Background: an optimization exercise with open tools, aiming at small area, a short achievable clock period and few clock cycles. Do not read the settings as production practice. The RTL was checked by simulation tests, not by an equivalence proof against the original design. Power and IR drop assume default switching activity.

Design simple_cpu, start of the top module:
module simple_cpu
#(parameter DATA_WIDTH = 32)(
  input clk,
  input rstn,
  output [DATA_WIDTH-1:0] imem_addr,
  input  [DATA_WIDTH-1:0] imem_rdata,
  output [DATA_WIDTH-1:0] dmem_addr,
  output [DATA_WIDTH-1:0] dmem_wdata,
  output [3:0]            dmem_wstrb,
  output                  dmem_re,
  input  [DATA_WIDTH-1:0] dmem_rdata
);
wire [31:0] f_inst = imem_rdata;
wire [6:0]  f_op   = f_inst[6:0];
wire [4:0]  f_rd   = f_inst[11:7];
wire [2:0]  f_f3   = f_inst[14:12];
wire [4:0]  f_rs1  = f_inst[19:15];
wire [4:0]  f_rs2  = f_inst[24:20];
wire        f_f7b5 = f_inst[30];
wire f_is_op     = (f_op == 7'b0110011);
wire f_is_opimm  = (f_op == 7'b0010011);
wire f_is_load   = (f_op == 7'b0000011);
wire f_is_store  = (f_op == 7'b0100011);
wire f_is_branch = (f_op == 7'b1100011);
wire f_is_jalr   = (f_op == 7'b1100111);
wire f_is_jal    = (f_op == 7'b1101111);
wire f_is_lui    = (f_op == 7'b0110111);
wire f_is_auipc  = (f_op == 7'b0010111);
wire f_wr = (f_is_op | f_is_opimm | f_is_load | f_is_jalr | f_is_jal | f_is_lui | f_is_auipc)
            & (f_rd != 5'd0);
wire f_tk_eq  = f_is_branch & (f_f3 == 3'b000);
wire f_tk_ne  = f_is_branch & (f_f3 == 3'b001);
wire f_tk_lt  = f_is_branch & (f_f3 == 3'b100);
wire f_tk_ge  = f_is_branch & (f_f3 == 3'b101);
wire f_tk_ltu = f_is_branch & (f_f3 == 3'b110);
wire f_tk_geu = f_is_branch & (f_f3 == 3'b111);
wire f_alu    = f_is_opimm | (f_is_op & (~f_f7b5 | f_f3 == 3'b000 | f_f3 == 3'b101));
wire f_r_add  = f_alu & (f_f3 == 3'b000);
wire f_r_sh   = f_alu & (f_f3 == 3'b001 | f_f3 == 3'b101);
wire f_r_slt  = f_alu & (f_f3 == 3'b010);
  ...
Size: roughly 5400 cells after synthesis, ~1200 flip-flops, about 170 I/O pins, roughly 62000 µm² of cells after synthesis.
Settings: LEC_CHECK=0, CAP_MARGIN=20, CORE_MARGIN=2, CORE_UTILIZATION=53, SETUP_SLACK_MARGIN=5, SLEW_MARGIN=50, SYNTH_HIERARCHICAL=1, SYNTH_MINIMUM_KEEP_SIZE=50, TNS_END_PERCENT=20; clock period 10.0 ns.
standard.sh (not shown) runs the stock make flow with config.mk's settings and CLKGATE_MAP_FILE= SYNTH_SCRIPT=/design/flow/synth_recipe.tcl, a recipe that flattens the netlist after the stock synthesis.
==> flow/flow/run.sh <==
#!/bin/bash
# Own layout flow: the standard flow (standard.sh) with two changes:
# the ports are buffered with buf_2 cells instead of the slow delay cell that
# buffer_ports picks by default, and CTS inserts no dummy loads and builds the tree from clkbuf_8 cells, up to 12 sinks per leaf.
set -euo pipefail
export BUFFER_PORTS_ARGS="-buffer_cell sky130_fd_sc_hd__buf_2"
export CTS_ARGS="-sink_clustering_enable -repair_clock_nets -dont_use_dummy_load -sink_clustering_size 12 -sink_clustering_max_diameter 60 -buf_list sky130_fd_sc_hd__clkbuf_8"
bash standard.sh > standard_flow.log 2>&1
The starting point completed with no timing, DRC or antenna violations.
Testbench counts at the start, summed over its fixed seeds: cycles 1,992,704.
Change:
- CORE_UTILIZATION: 53 -> 44
After rerunning: Die area went up by 20%; cell area barely changes; wire length climbs by about 3.5%.
Change:
- CORE_UTILIZATION: 44 -> 33
Effect: Worst setup slack loses 150 ps; critical path depth fell by 1; maximum frequency came out lower by a few percent; wire length came out higher slightly.
Change:
- CORE_UTILIZATION: 33 -> 47
- PLACE_DENSITY: unset -> 0.7
What happened: The changed run produced a clean layout; sequential power barely changes; worst hold slack stays flat; wire length decreases by 5.5%; via count hardly moves; worst setup slack gets better by 200 ps; cell area decreases by 2.0%.

---

== run 1 ==
simple_cpu again, from the RTL that the note above started with.
Design simple_cpu, start of the top module:
module simple_cpu
#(parameter DATA_WIDTH = 32)(
  input clk,
  input rstn,
  output [DATA_WIDTH-1:0] imem_addr,
  input  [DATA_WIDTH-1:0] imem_rdata,
  output [DATA_WIDTH-1:0] dmem_addr,
  output [DATA_WIDTH-1:0] dmem_wdata,
  output [3:0]            dmem_wstrb,
  output                  dmem_re,
  input  [DATA_WIDTH-1:0] dmem_rdata
);
wire [31:0] f_inst = imem_rdata;
wire [6:0]  f_op   = f_inst[6:0];
wire [4:0]  f_rd   = f_inst[11:7];
wire [2:0]  f_f3   = f_inst[14:12];
wire [4:0]  f_rs1  = f_inst[19:15];
wire [4:0]  f_rs2  = f_inst[24:20];
wire        f_f7b5 = f_inst[30];
wire f_is_op     = (f_op == 7'b0110011);
wire f_is_opimm  = (f_op == 7'b0010011);
wire f_is_load   = (f_op == 7'b0000011);
wire f_is_store  = (f_op == 7'b0100011);
wire f_is_branch = (f_op == 7'b1100011);
wire f_is_jalr   = (f_op == 7'b1100111);
wire f_is_jal    = (f_op == 7'b1101111);
wire f_is_lui    = (f_op == 7'b0110111);
wire f_is_auipc  = (f_op == 7'b0010111);
wire f_wr = (f_is_op | f_is_opimm | f_is_load | f_is_jalr | f_is_jal | f_is_lui | f_is_auipc)
            & (f_rd != 5'd0);
wire f_tk_eq  = f_is_branch & (f_f3 == 3'b000);
wire f_tk_ne  = f_is_branch & (f_f3 == 3'b001);
wire f_tk_lt  = f_is_branch & (f_f3 == 3'b100);
wire f_tk_ge  = f_is_branch & (f_f3 == 3'b101);
wire f_tk_ltu = f_is_branch & (f_f3 == 3'b110);
wire f_tk_geu = f_is_branch & (f_f3 == 3'b111);
wire f_alu    = f_is_opimm | (f_is_op & (~f_f7b5 | f_f3 == 3'b000 | f_f3 == 3'b101));
wire f_r_add  = f_alu & (f_f3 == 3'b000);
wire f_r_sh   = f_alu & (f_f3 == 3'b001 | f_f3 == 3'b101);
wire f_r_slt  = f_alu & (f_f3 == 3'b010);
wire f_r_sltu = f_alu & (f_f3 == 3'b011);
wire f_r_xor  = f_alu & (f_f3 == 3'b100);
wire f_r_or   = f_alu & (f_f3 == 3'b110);
wire f_r_and  = f_alu & (f_f3 == 3'b111);
wire f_sub    = (f_is_op & f_f7b5 & (f_f3 == 3'b000)) | (f_f3[2:1] == 2'b01);
wire f_sh_l   = (f_f3 == 3'b001);
wire f_sh_a   = f_f7b5;
reg [31:0] f_imm;
always @(*) begin
  if (f_is_store)
    f_imm = {{20{f_inst[31]}}, f_inst[31:25], f_inst[11:7]};
  else if (f_is_branch)
    f_imm = {{20{f_inst[31]}}, f_inst[7], f_inst[30:25], f_inst[11:8], 1'b0};
  else if (f_is_jal)
    f_imm = {{12{f_inst[31]}}, f_inst[19:12], f_inst[20], f_inst[30:21], 1'b0};
  else if (f_is_lui | f_is_auipc)
    f_imm = {f_inst[31:12], 12'b0};
  else
  ...
export LEC_CHECK = 0
export CAP_MARGIN = 20
export CORE_MARGIN = 2
export CORE_UTILIZATION = 40
export SETUP_SLACK_MARGIN = 5
export SLEW_MARGIN = 70
export SYNTH_HIERARCHICAL = 1
export SYNTH_MINIMUM_KEEP_SIZE = 50
export TNS_END_PERCENT = 20
create_clock -name core_clock -period 10.0 [get_ports {clk}]
Scripts as last shown in full above: flow/flow/run.sh
Run 1 finished every stage and its layout cleared the timing, design-rule and antenna checks.
Testbench counts of run 1, summed over its fixed seeds: cycles 1,992,704.
Relative to run 1, the following input files were edited for run 2:
- swapping 70 for 50 in SLEW_MARGIN
- swapping 40 for 47 in CORE_UTILIZATION
==> flow/flow/run.sh <==
#!/bin/bash
# Own layout flow: the standard flow (standard.sh) with two changes:
# the input ports are buffered with buf_8 cells and the output ports with
# buf_2 cells, instead of the slow delay cell that buffer_ports picks by
# default; and CTS inserts no dummy loads and builds the tree from clkbuf_8
# cells, up to 12 sinks per leaf.
set -euo pipefail
here=$(pwd)
export BUFFER_PORTS_ARGS="-inputs -buffer_cell sky130_fd_sc_hd__buf_8"
export POST_GLOBAL_PLACE_TCL="$here/flow/out_buf.tcl"
export CTS_ARGS="-sink_clustering_enable -repair_clock_nets -dont_use_dummy_load -sink_clustering_size 12 -sink_clustering_max_diameter 60 -buf_list sky130_fd_sc_hd__clkbuf_8"
bash standard.sh > standard_flow.log 2>&1
==> flow/flow/out_buf.tcl (new file) <==
# Buffer the output ports (the inputs were buffered by the standard step).
buffer_ports -outputs -buffer_cell sky130_fd_sc_hd__buf_2
--- outcome ---
The met2 wire length reported for run 2 is smaller than that of run 1 by about 1%. Between run 2 and run 1, the gate count of the mapped netlist figures differ only marginally. Run 2 against run 1: share of power burned in the clock network moved up; setup slack of the critical path after layout moved up; maximum achievable frequency moved up; design internal power moved up. Summary of run 2 over run 1: utilization now sits higher; count of antenna diodes in the layout now sits lower; final area now sits lower. Looking at startpoint of the worst setup timing path, the imem_rdata[18] result is from run 2; the imem_rdata[19] one comes from run 1. Run 2 ran to completion and came out clean on the timing, design-rule and antenna checks.
Input-level comparison between run 3 and run 2:
- CORE_UTILIZATION: 47 -> 40
- TNS_END_PERCENT: 20 -> 5
==> flow/flow/run.sh <==
#!/bin/bash
# Own layout flow: the standard flow (standard.sh) with two changes:
# the ports are buffered with buf_2 cells instead of the slow delay cell that
# buffer_ports picks by default, and CTS inserts no dummy loads and builds the tree from clkbuf_8 cells, up to 12 sinks per leaf.
set -euo pipefail
export BUFFER_PORTS_ARGS="-buffer_cell sky130_fd_sc_hd__buf_2"
export CTS_ARGS="-sink_clustering_enable -repair_clock_nets -dont_use_dummy_load -sink_clustering_size 12 -sink_clustering_max_diameter 60 -buf_list sky130_fd_sc_hd__clkbuf_8"
bash standard.sh > standard_flow.log 2>&1
removed: flow/flow/out_buf.tcl
### Flow results
Non-clock buffer count went up by a few percent going from run 2 to run 3.
Fmax: run 3 below run 2
Net switching component of the power grows slightly when moving from run 2 to run 3.
First-iteration DRC count in run 3 is about 1.2% lower than in run 2
Between run 3 and run 2, it is run 3 whose clock share of power is higher, by 0.5 points.
Comparing run 2 against run 3, there is no change at all in layout sequential cell count.
Final cell count: run 3 higher than run 2
Inputs modified between run 3 and run 4:
- changing CORE_UTILIZATION from 40 to 47
- changing TNS_END_PERCENT from 5 to 20
==> flow/flow/run.sh <==
#!/bin/bash
# Own layout flow: the standard flow (standard.sh) with three changes:
# the ports are buffered with buf_2 cells instead of the slow delay cell that
# buffer_ports picks by default; CTS inserts no dummy loads and builds the tree
# from clkbuf_8 cells, up to 12 sinks per leaf; and repair_design (before
# placement resizing and before global routing) also splits high-fanout nets.
set -euo pipefail
here=$(pwd)
export BUFFER_PORTS_ARGS="-buffer_cell sky130_fd_sc_hd__buf_2"
export CTS_ARGS="-sink_clustering_enable -repair_clock_nets -dont_use_dummy_load -sink_clustering_size 12 -sink_clustering_max_diameter 60 -buf_list sky130_fd_sc_hd__clkbuf_8"
export PRE_RESIZE_TCL="$here/flow/max_fanout.tcl"
export PRE_GLOBAL_ROUTE_TCL="$here/flow/max_fanout.tcl"
bash standard.sh > standard_flow.log 2>&1
==> flow/flow/max_fanout.tcl (new file) <==
# Ask repair_design to split nets with more than 12 loads.
set_max_fanout 12 [current_design]
==> comparison <==
- Number of non-clock inverters in the layout: run 3 vs run 4 identical
- Total power consumption of the routed design, run 4 vs run 3: up slightly
- The minimum hold slack in run 4 was higher than what run 3 gave.
- Via count of the first global-routing pass | run 4 above run 3
- Global-route usage: run 4 > run 3
- Compared with run 3, placement density in the core of run 4 is higher.
- Between run 4 and run 3, the difference in worst-margin pin slew is negligible.
- The wire length on met3 of run 4 is higher than that of run 3.
- Run 4 and run 3 ended up with nearly the same data required time at the worst endpoint.
- Run 4 vs. run 3: initial core utilization increased by 7.0 points relative to the old numbers; total of cells resized after clock tree synthesis increased by 598 relative to the old numbers.

-- static timing again, ports no longer ideal --
How much do the figures lean on ideal ports? The routed layouts below were timed once more, with nothing changed but the port constraints.
Step 1 assumes that a clkbuf_16 drives the clock port and a buf_2 every other input.
Step 2 also shifts input and output timing later by t, the mid clock arrival at the registers, as if the neighbouring blocks saw the same clock.
Three values: ideal, step 1, step 2; two values: the first two.
run | shift t [ns] | setup slack, ns | worst register clock-pin slew, ns | cell pins on the clock port's net
the first run of note 1 | 0.911 | 4.793 / 4.659 / 3.748 | 0.09 / 0.09 | 1
the second run of note 1 | 0.944 | 4.847 / 4.784 / 3.839 | 0.10 / 0.10 | 1
the third run of note 1 | 0.974 | 4.695 / 4.714 / 3.740 | 0.09 / 0.09 | 1
the fourth run of note 1 | 0.960 | 4.897 / 4.882 / 3.921 | 0.10 / 0.10 | 1
run 1 | 0.968 | 4.887 / 4.854 / 3.885 | 0.09 / 0.09 | 1
run 2 | 0.936 | 4.911 / 4.828 / 3.891 | 0.09 / 0.09 | 1
run 3 | 0.988 | 4.787 / 4.752 / 3.764 | 0.09 / 0.09 | 1
run 4 | 0.941 | 4.621 / 4.622 / 3.681 | 0.09 / 0.09 | 1
After both steps setup and hold are still met in every run listed. For the first run of note 1, which loses most, drivers alone change the setup slack by -0.134 ns; drivers and shift together by -1.045 ns.
